From an optimization exercise on the open Yosys and OpenROAD flow, aimed at small area; shortcuts taken in it are not production practice. At most, simulation tests tie the RTL to the original design; equivalence was not proved. Power is estimated from default activity; no workload was simulated.

==> module conv2D_int16, before the edit <==
module conv2D_int16(
    input wire  M_AXIS_ACLK,
    input wire  M_AXIS_ARESETN,
    input wire  S_AXIS_ACLK,
    input wire  S_AXIS_ARESETN,
    output wire  M_AXIS_TVALID,
    output wire [15:0] M_AXIS_TDATA,
    output wire [1:0] M_AXIS_TKEEP,
    output wire  M_AXIS_TLAST,
    input wire  M_AXIS_TREADY,
    output wire  S_AXIS_TREADY,
    input wire [15:0] S_AXIS_TDATA,
    input wire [1:0] S_AXIS_TKEEP,
    input wire  S_AXIS_TLAST,
    input wire  S_AXIS_TVALID
    );
    localparam IDLE = 3'b000, FILTER = 3'b001, DRAIN = 3'b010, STREAM = 3'b011,
               FILL0 = 3'b100, FILL3 = 3'b111;
    reg [2:0] state;
    reg [1:0] row;       
    wire RX = M_AXIS_TREADY && S_AXIS_TVALID;
    wire s_load   = state[2:1] == 2'b00;                 
    wire s_idle   = state == IDLE;
    wire s_fill   = state[2];
    wire s_stream = state == STREAM;
    wire s_drain  = state == DRAIN;
    wire ph0 = row == 2'd0;
    wire ph1 = row == 2'd1;
    wire ph2 = row == 2'd2;
    wire take = (s_fill || s_stream) && RX;          
    wire pad  = s_drain && !ph2;                     
    wire adv  = take || pad;                         
    assign S_AXIS_TREADY = M_AXIS_TREADY;
    assign M_AXIS_TKEEP  = 2'b11;
    assign M_AXIS_TLAST  = s_drain;
    assign M_AXIS_TVALID = ph2 && (s_drain || (s_stream && S_AXIS_TVALID));
    reg [15:0] f [0:8];
    integer i;
    always @(posedge S_AXIS_ACLK) begin
        if (s_load && RX) begin
            f[0] <= S_AXIS_TDATA;
            for (i = 1; i < 9; i = i + 1) f[i] <= f[i-1];
        end
    end
    wire [15:0] cA = ({16{ph0}} & f[2]) | ({16{ph1}} & f[5]) | ({16{ph2}} & f[8]);  
    wire [15:0] cB = ({16{ph0}} & f[1]) | ({16{ph1}} & f[4]) | ({16{ph2}} & f[7]);  
    wire [15:0] cC = ({16{ph0}} & f[0]) | ({16{ph1}} & f[3]) | ({16{ph2}} & f[6]);  
    wire [15:0] x = S_AXIS_TDATA & {16{take}};
    wire [16:0] xe = {x, 1'b0};
    wire [7:0] one, two, neg;
    genvar k;
    generate for (k = 0; k < 8; k = k + 1) begin : enc
        assign one[k] = xe[2*k] ^ xe[2*k+1];
        assign two[k] = (xe[2*k+2] & ~xe[2*k+1] & ~xe[2*k]) | (~xe[2*k+2] & xe[2*k+1] & xe[2*k]);
        assign neg[k] = xe[2*k+2];
    end endgenerate
    reg [15:0] O, P0, P1, P2;
    wire [15:0] sA, sB, sC;
    mac16 mA (.one(one), .two(two), .neg(neg), .c(cA), .acc(P0), .y(sA));
    mac16 mB (.one(one), .two(two), .neg(neg), .c(cB), .acc(P1), .y(sB));
    mac16 mC (.one(one), .two(two), .neg(neg), .c(cC), .acc(P2), .y(sC));
    wire shift = adv && ph0;
    always @(posedge S_AXIS_ACLK) begin
        if (shift) O <= sA;
        P0 <= shift ? sB : sA;
        P1 <= shift ? sC : sB;
        P2 <= shift ? 16'd0 : sC;
    end
    assign M_AXIS_TDATA = O;
    always @(posedge S_AXIS_ACLK) begin
        if (!S_AXIS_ARESETN) begin
            state <= IDLE;
            row   <= 2'd0;
        end else begin
            if (adv) row <= {row[0], !row[1] && !row[0]};   
            if (s_fill) begin
                if (RX && ph2) state <= {1'b1, state[1] ^ state[0], !state[0]};   
                if (RX && ph0 && state == FILL3) state <= STREAM;
            end else begin
                case (state)
                    IDLE: begin
                        if (RX) state <= FILTER;
                        else row <= 2'd0;
                    end
                    FILTER: if (RX && S_AXIS_TLAST) state <= FILL0;
                    STREAM: if (RX && S_AXIS_TLAST) state <= DRAIN;
                    DRAIN: if (ph2 && M_AXIS_TREADY) state <= IDLE;
                    default: state <= IDLE;
                endcase
            end
        end
    end
endmodule
Settings: LEC_CHECK=0, CAP_MARGIN=20, CORE_MARGIN=2, CORE_UTILIZATION=45, CTS_BUF_LIST=sky130_fd_sc_hd__clkbuf_8, CTS_CLUSTER_DIAMETER=60, CTS_CLUSTER_SIZE=14, GPL_TIMING_DRIVEN=1, PLACE_DENSITY=0.6, SLEW_MARGIN=20, SYNTH_HIERARCHICAL=1, SYNTH_MINIMUM_KEEP_SIZE=0; clock period 16.0 ns.
standard.sh (not shown) runs the stock make flow with config.mk's settings and CLKGATE_MAP_FILE= SYNTH_SCRIPT=/design/flow/synth_recipe.tcl, a recipe that flattens the netlist after the stock synthesis.
==> flow/flow/run.sh <==
#!/bin/bash
set -euo pipefail
here=$(pwd)
bash standard.sh \
  "POST_FLOORPLAN_TCL=$here/flow/downsize.tcl" \
  "BUFFER_PORTS_ARGS=-buffer_cell sky130_fd_sc_hd__buf_1" \
  "CTS_ARGS=-sink_clustering_enable -repair_clock_nets -sink_clustering_size 8 -sink_clustering_max_diameter 40 -buf_list sky130_fd_sc_hd__clkbuf_4 -dont_use_dummy_load" \
  finish > standard.log 2>&1
Other scripts of this flow, unchanged in this note and not shown: flow/flow/downsize.tcl
==> next run, changes <==
--- a/flow/design.v
+++ b/flow/design.v
@@ -16,12 +16,12 @@
     input wire  S_AXIS_TVALID
     );
-    localparam IDLE = 3'b000, FILTER = 3'b001, DRAIN = 3'b010, STREAM = 3'b011,
-               FILL0 = 3'b100, FILL3 = 3'b111;
+    localparam IDLE = 3'd0, FILTER = 3'd1, FILL = 3'd2, STREAM = 3'd3, DRAIN = 3'd4;
     reg [2:0] state;
     reg [1:0] row;       
+    reg [1:0] col;       
     wire RX = M_AXIS_TREADY && S_AXIS_TVALID;
-    wire s_load   = state[2:1] == 2'b00;                 
     wire s_idle   = state == IDLE;
-    wire s_fill   = state[2];
+    wire s_filter = state == FILTER;
+    wire s_fill   = state == FILL;
     wire s_stream = state == STREAM;
     wire s_drain  = state == DRAIN;
@@ -39,5 +39,5 @@
     integer i;
     always @(posedge S_AXIS_ACLK) begin
-        if (s_load && RX) begin
+        if ((s_idle || s_filter) && RX) begin
             f[0] <= S_AXIS_TDATA;
             for (i = 1; i < 9; i = i + 1) f[i] <= f[i-1];
@@ -73,21 +73,24 @@
             state <= IDLE;
             row   <= 2'd0;
+            col   <= 2'd0;
         end else begin
-            if (adv) row <= {row[0], !row[1] && !row[0]};   
-            if (s_fill) begin
-                if (RX && ph2) state <= {1'b1, state[1] ^ state[0], !state[0]};   
-                if (RX && ph0 && state == FILL3) state <= STREAM;
-            end else begin
-                case (state)
-                    IDLE: begin
-                        if (RX) state <= FILTER;
-                        else row <= 2'd0;
+            if (adv) row <= ph2 ? 2'd0 : row + 2'd1;
+            case (state)
+                IDLE: begin
+                    if (RX) state <= FILTER;
+                    else begin
+                        row <= 2'd0;
+                        col <= 2'd0;
                     end
-                    FILTER: if (RX && S_AXIS_TLAST) state <= FILL0;
-                    STREAM: if (RX && S_AXIS_TLAST) state <= DRAIN;
-                    DRAIN: if (ph2 && M_AXIS_TREADY) state <= IDLE;
-                    default: state <= IDLE;
-                endcase
-            end
+                end
+                FILTER: if (RX && S_AXIS_TLAST) state <= FILL;
+                FILL: if (RX) begin
+                    if (ph2) col <= col + 2'd1;
+                    if (ph0 && col == 2'd3) state <= STREAM;
+                end
+                STREAM: if (RX && S_AXIS_TLAST) state <= DRAIN;
+                DRAIN: if (ph2 && M_AXIS_TREADY) state <= IDLE;
+                default: state <= IDLE;
+            endcase
         end
     end
Design area hardly moves.
Via count stays flat.
Hold slack degrades by 7.9 ps.
Cell count came out lower by 0.67%.
Sequential power goes down by 10%.
Clock-buffer cell count does not change.
Combinational power drops by about 60%.
Maximum frequency goes up by about 1%.
Register-to-register slack gains 250 ps.
Sequential share of layout area rises by 0.15 points.
Clock power rises by about 2%.
Clock skew climbs by 32 ps.
Function not checked in the first run of this note: the RTL went through the layout flow alone.

* * *

Setup of before:
Another version of the RTL of conv2D_int16 (not shown whole).
Size: about 1300 cells after synthesis, ~210 flip-flops, about 46 I/O pins, roughly 16000 um^2 of cells after synthesis.
==> flow/design.v (excerpt) <==
module conv2D_int16(
    input wire  M_AXIS_ACLK,
    input wire  M_AXIS_ARESETN,
    input wire  S_AXIS_ACLK,
    input wire  S_AXIS_ARESETN,
    output wire  M_AXIS_TVALID,
    output wire [15:0] M_AXIS_TDATA,
    output wire [1:0] M_AXIS_TKEEP,
    output wire  M_AXIS_TLAST,
    input wire  M_AXIS_TREADY,
    output wire  S_AXIS_TREADY,
    input wire [15:0] S_AXIS_TDATA,
    input wire [1:0] S_AXIS_TKEEP,
    input wire  S_AXIS_TLAST,
    input wire  S_AXIS_TVALID
    );
    localparam IDLE = 3'b000, FILTER = 3'b001, DRAIN = 3'b010, STREAM = 3'b011,
               FILL0 = 3'b100, FILL3 = 3'b111;
    reg [2:0] state;
    reg [1:0] row;       
    wire RX = M_AXIS_TREADY && S_AXIS_TVALID;
    wire s_load   = state[2:1] == 2'b00;                 
    wire s_idle   = state == IDLE;
    wire s_fill   = state[2];
    wire s_stream = state == STREAM;
    wire s_drain  = state == DRAIN;
    wire ph1 = row[0];
    wire ph2 = row[1];
    wire ph0 = !(row[0] || row[1]);
    wire take = (s_fill || s_stream) && RX;          
    wire pad  = s_drain && !ph2;                     
    wire adv  = take || pad;                         
    assign S_AXIS_TREADY = M_AXIS_TREADY;
    assign M_AXIS_TKEEP  = 2'b11;
    assign M_AXIS_TLAST  = s_drain;
  ...
==> module conv2D_int16, before the edit <==
module conv2D_int16(
    input wire  M_AXIS_ACLK,
    input wire  M_AXIS_ARESETN,
    input wire  S_AXIS_ACLK,
    input wire  S_AXIS_ARESETN,
    output wire  M_AXIS_TVALID,
    output wire [15:0] M_AXIS_TDATA,
    output wire [1:0] M_AXIS_TKEEP,
    output wire  M_AXIS_TLAST,
    input wire  M_AXIS_TREADY,
    output wire  S_AXIS_TREADY,
    input wire [15:0] S_AXIS_TDATA,
    input wire [1:0] S_AXIS_TKEEP,
    input wire  S_AXIS_TLAST,
    input wire  S_AXIS_TVALID
    );
    localparam IDLE = 3'b000, FILTER = 3'b001, DRAIN = 3'b010, STREAM = 3'b011,
               FILL0 = 3'b100, FILL3 = 3'b111;
    reg [2:0] state;
    reg [1:0] row;       
    wire RX = M_AXIS_TREADY && S_AXIS_TVALID;
    wire s_load   = state[2:1] == 2'b00;                 
    wire s_idle   = state == IDLE;
    wire s_fill   = state[2];
    wire s_stream = state == STREAM;
    wire s_drain  = state == DRAIN;
    wire ph1 = row[0];
    wire ph2 = row[1];
    wire ph0 = !(row[0] || row[1]);
    wire take = (s_fill || s_stream) && RX;          
    wire pad  = s_drain && !ph2;                     
    wire adv  = take || pad;                         
    assign S_AXIS_TREADY = M_AXIS_TREADY;
    assign M_AXIS_TKEEP  = 2'b11;
    assign M_AXIS_TLAST  = s_drain;
    assign M_AXIS_TVALID = ph2 && (s_drain || (s_stream && S_AXIS_TVALID));
    reg [15:0] f [0:8];
    integer i;
    always @(posedge S_AXIS_ACLK) begin
        if (s_load && RX) begin
            f[0] <= S_AXIS_TDATA;
            for (i = 1; i < 9; i = i + 1) f[i] <= f[i-1];
        end
    end
    wire [15:0] cA = ({16{ph0}} & f[2]) | ({16{ph1}} & f[5]) | ({16{ph2}} & f[8]);  
    wire [15:0] cB = ({16{ph0}} & f[1]) | ({16{ph1}} & f[4]) | ({16{ph2}} & f[7]);  
    wire [15:0] cC = ({16{ph0}} & f[0]) | ({16{ph1}} & f[3]) | ({16{ph2}} & f[6]);  
    wire [15:0] x = S_AXIS_TDATA;
    wire [16:0] xe = {x, 1'b0};
    wire [7:0] one, two, neg;
    genvar k;
    generate for (k = 0; k < 8; k = k + 1) begin : enc
        assign one[k] = take & (xe[2*k] ^ xe[2*k+1]);
        assign two[k] = take & ((xe[2*k+2] & ~xe[2*k+1] & ~xe[2*k]) | (~xe[2*k+2] & xe[2*k+1] & xe[2*k]));
        assign neg[k] = xe[2*k+2];
    end endgenerate
    wire negpar = ^neg;    
    reg [15:0] O, P0, P1, P2;
    wire [15:0] sA, sB, sC;
    mac16 mA (.one(one), .two(two), .neg(neg), .negpar(negpar), .c(cA), .acc(P0), .y(sA));
    mac16 mB (.one(one), .two(two), .neg(neg), .negpar(negpar), .c(cB), .acc(P1), .y(sB));
    mac16 mC (.one(one), .two(two), .neg(neg), .negpar(negpar), .c(cC), .acc(P2), .y(sC));
    wire shift = adv && ph0;
    always @(posedge S_AXIS_ACLK) begin
        if (shift) O <= sA;
        P0 <= shift ? sB : sA;
        P1 <= shift ? sC : sB;
        P2 <= shift ? 16'd0 : sC;
    end
    assign M_AXIS_TDATA = O;
    always @(posedge S_AXIS_ACLK) begin
        if (!S_AXIS_ARESETN) begin
            state <= IDLE;
            row   <= 2'd0;
        end else begin
            if (adv) row <= {ph1, ph0};   
            if (s_fill) begin
                if (RX && ph2) state <= {1'b1, state[1] ^ state[0], !state[0]};   
                if (RX && ph0 && state == FILL3) state <= STREAM;
            end else begin
                case (state)
                    IDLE: begin
                        if (RX) state <= FILTER;
                        else row <= 2'd0;
                    end
                    FILTER: if (RX && S_AXIS_TLAST) state <= FILL0;
                    STREAM: if (RX && S_AXIS_TLAST) state <= DRAIN;
                    DRAIN: if (ph2 && M_AXIS_TREADY) state <= IDLE;
                    default: state <= IDLE;
                endcase
            end
        end
    end
endmodule
Settings: LEC_CHECK=0, CAP_MARGIN=20, CORE_MARGIN=2, CORE_UTILIZATION=45, CTS_BUF_LIST=sky130_fd_sc_hd__clkbuf_8, CTS_CLUSTER_DIAMETER=60, CTS_CLUSTER_SIZE=14, GPL_TIMING_DRIVEN=1, PLACE_DENSITY=0.6, SLEW_MARGIN=20, SYNTH_HIERARCHICAL=1, SYNTH_MINIMUM_KEEP_SIZE=0; clock period 16.0 ns.
==> flow/flow/run.sh <==
#!/bin/bash
set -euo pipefail
here=$(pwd)
bash standard.sh \
  "POST_FLOORPLAN_TCL=$here/flow/downsize.tcl" \
  "BUFFER_PORTS_ARGS=-buffer_cell sky130_fd_sc_hd__buf_1" \
  "CTS_ARGS=-sink_clustering_enable -repair_clock_nets -sink_clustering_size 16 -sink_clustering_max_diameter 100 -buf_list sky130_fd_sc_hd__clkbuf_8 -dont_use_dummy_load" \
  finish > standard.log 2>&1
Other scripts of this flow, unchanged in this note and not shown: flow/flow/downsize.tcl
What after does differently from before at the input level:
diff --git a/flow/design.v b/flow/design.v
--- a/flow/design.v
+++ b/flow/design.v
@@ -19,5 +19,5 @@
                FILL0 = 3'b100, FILL3 = 3'b111;
     reg [2:0] state;
-    reg [1:0] row;       
+    reg [2:0] row;       
     wire RX = M_AXIS_TREADY && S_AXIS_TVALID;
     wire s_load   = state[2:1] == 2'b00;                 
@@ -26,7 +26,7 @@
     wire s_stream = state == STREAM;
     wire s_drain  = state == DRAIN;
-    wire ph1 = row[0];
-    wire ph2 = row[1];
-    wire ph0 = !(row[0] || row[1]);
+    wire ph0 = row[0];
+    wire ph1 = row[1];
+    wire ph2 = row[2];
     wire take = (s_fill || s_stream) && RX;          
     wire pad  = s_drain && !ph2;                     
@@ -73,7 +73,7 @@
         if (!S_AXIS_ARESETN) begin
             state <= IDLE;
-            row   <= 2'd0;
+            row   <= 3'b001;
         end else begin
-            if (adv) row <= {ph1, ph0};   
+            if (adv) row <= {row[1:0], row[2]};   
             if (s_fill) begin
                 if (RX && ph2) state <= {1'b1, state[1] ^ state[0], !state[0]};   
@@ -83,5 +83,5 @@
                     IDLE: begin
                         if (RX) state <= FILTER;
-                        else row <= 2'd0;
+                        else row <= 3'b001;
                     end
                     FILTER: if (RX && S_AXIS_TLAST) state <= FILL0;
Results
- Compared with before, in after register-to-register setup slack lower, setup slack now smaller, routed wire length shows a reduction of about 3%, sequential share of power went up, ratio of total power to cell area dropped about 18%.
- Any difference in maximum achievable frequency between before and after is small enough to ignore.
- In terms of global routing usage on met3, after and before differ only marginally.
- The global-route wire length before repair in after sits 2700 um below the value recorded for before.
- Higher number of signal-net inverters in the final layout was reported by after, not before.
- Going from before to after, final period demand of the worst path saw an increase, register share of the cell area saw an increase, utilization saw little to no change, synthesized cell count saw a decrease, routed wire length per instance saw little to no change.

static timing again, ports no longer ideal:
How much do the figures lean on ideal ports? The routed layouts below were timed once more, with nothing changed but the port constraints.
Step 1 assumes that a clkbuf_16 drives the clock port and a buf_2 every other input.
Step 2, shift: input delay + t, output delay - t, t = (earliest + latest rising clock arrival at the registers) / 2. This alone moves slack from input paths to output paths.
a / b / c = no drivers / after step 1 / after step 2; a / b = the first two.
| run | shift t [ns] | setup slack, ns | latest minus earliest clock arrival (ns) | worst register clock-pin slew, ns |
|---|---|---|---|---|
| the first run of note 1 | 0.704 | 3.688 / 3.713 / 3.009 | 0.072 / 0.072 | 0.09 / 0.09 |
| the second run of note 1 | 0.742 | 3.812 / 3.841 / 3.099 | 0.107 / 0.107 | 0.10 / 0.10 |
| before | 0.593 | 4.440 / 4.469 / 3.877 | 0.065 / 0.065 | 0.12 / 0.12 |
| after | 0.569 | 4.409 / 4.434 / 3.866 | 0.055 / 0.055 | 0.11 / 0.11 |
After both steps setup and hold are still met in every run listed. For the second run of note 1, which loses most, drivers alone change the setup slack by +0.029 ns; drivers and shift together by -0.713 ns.
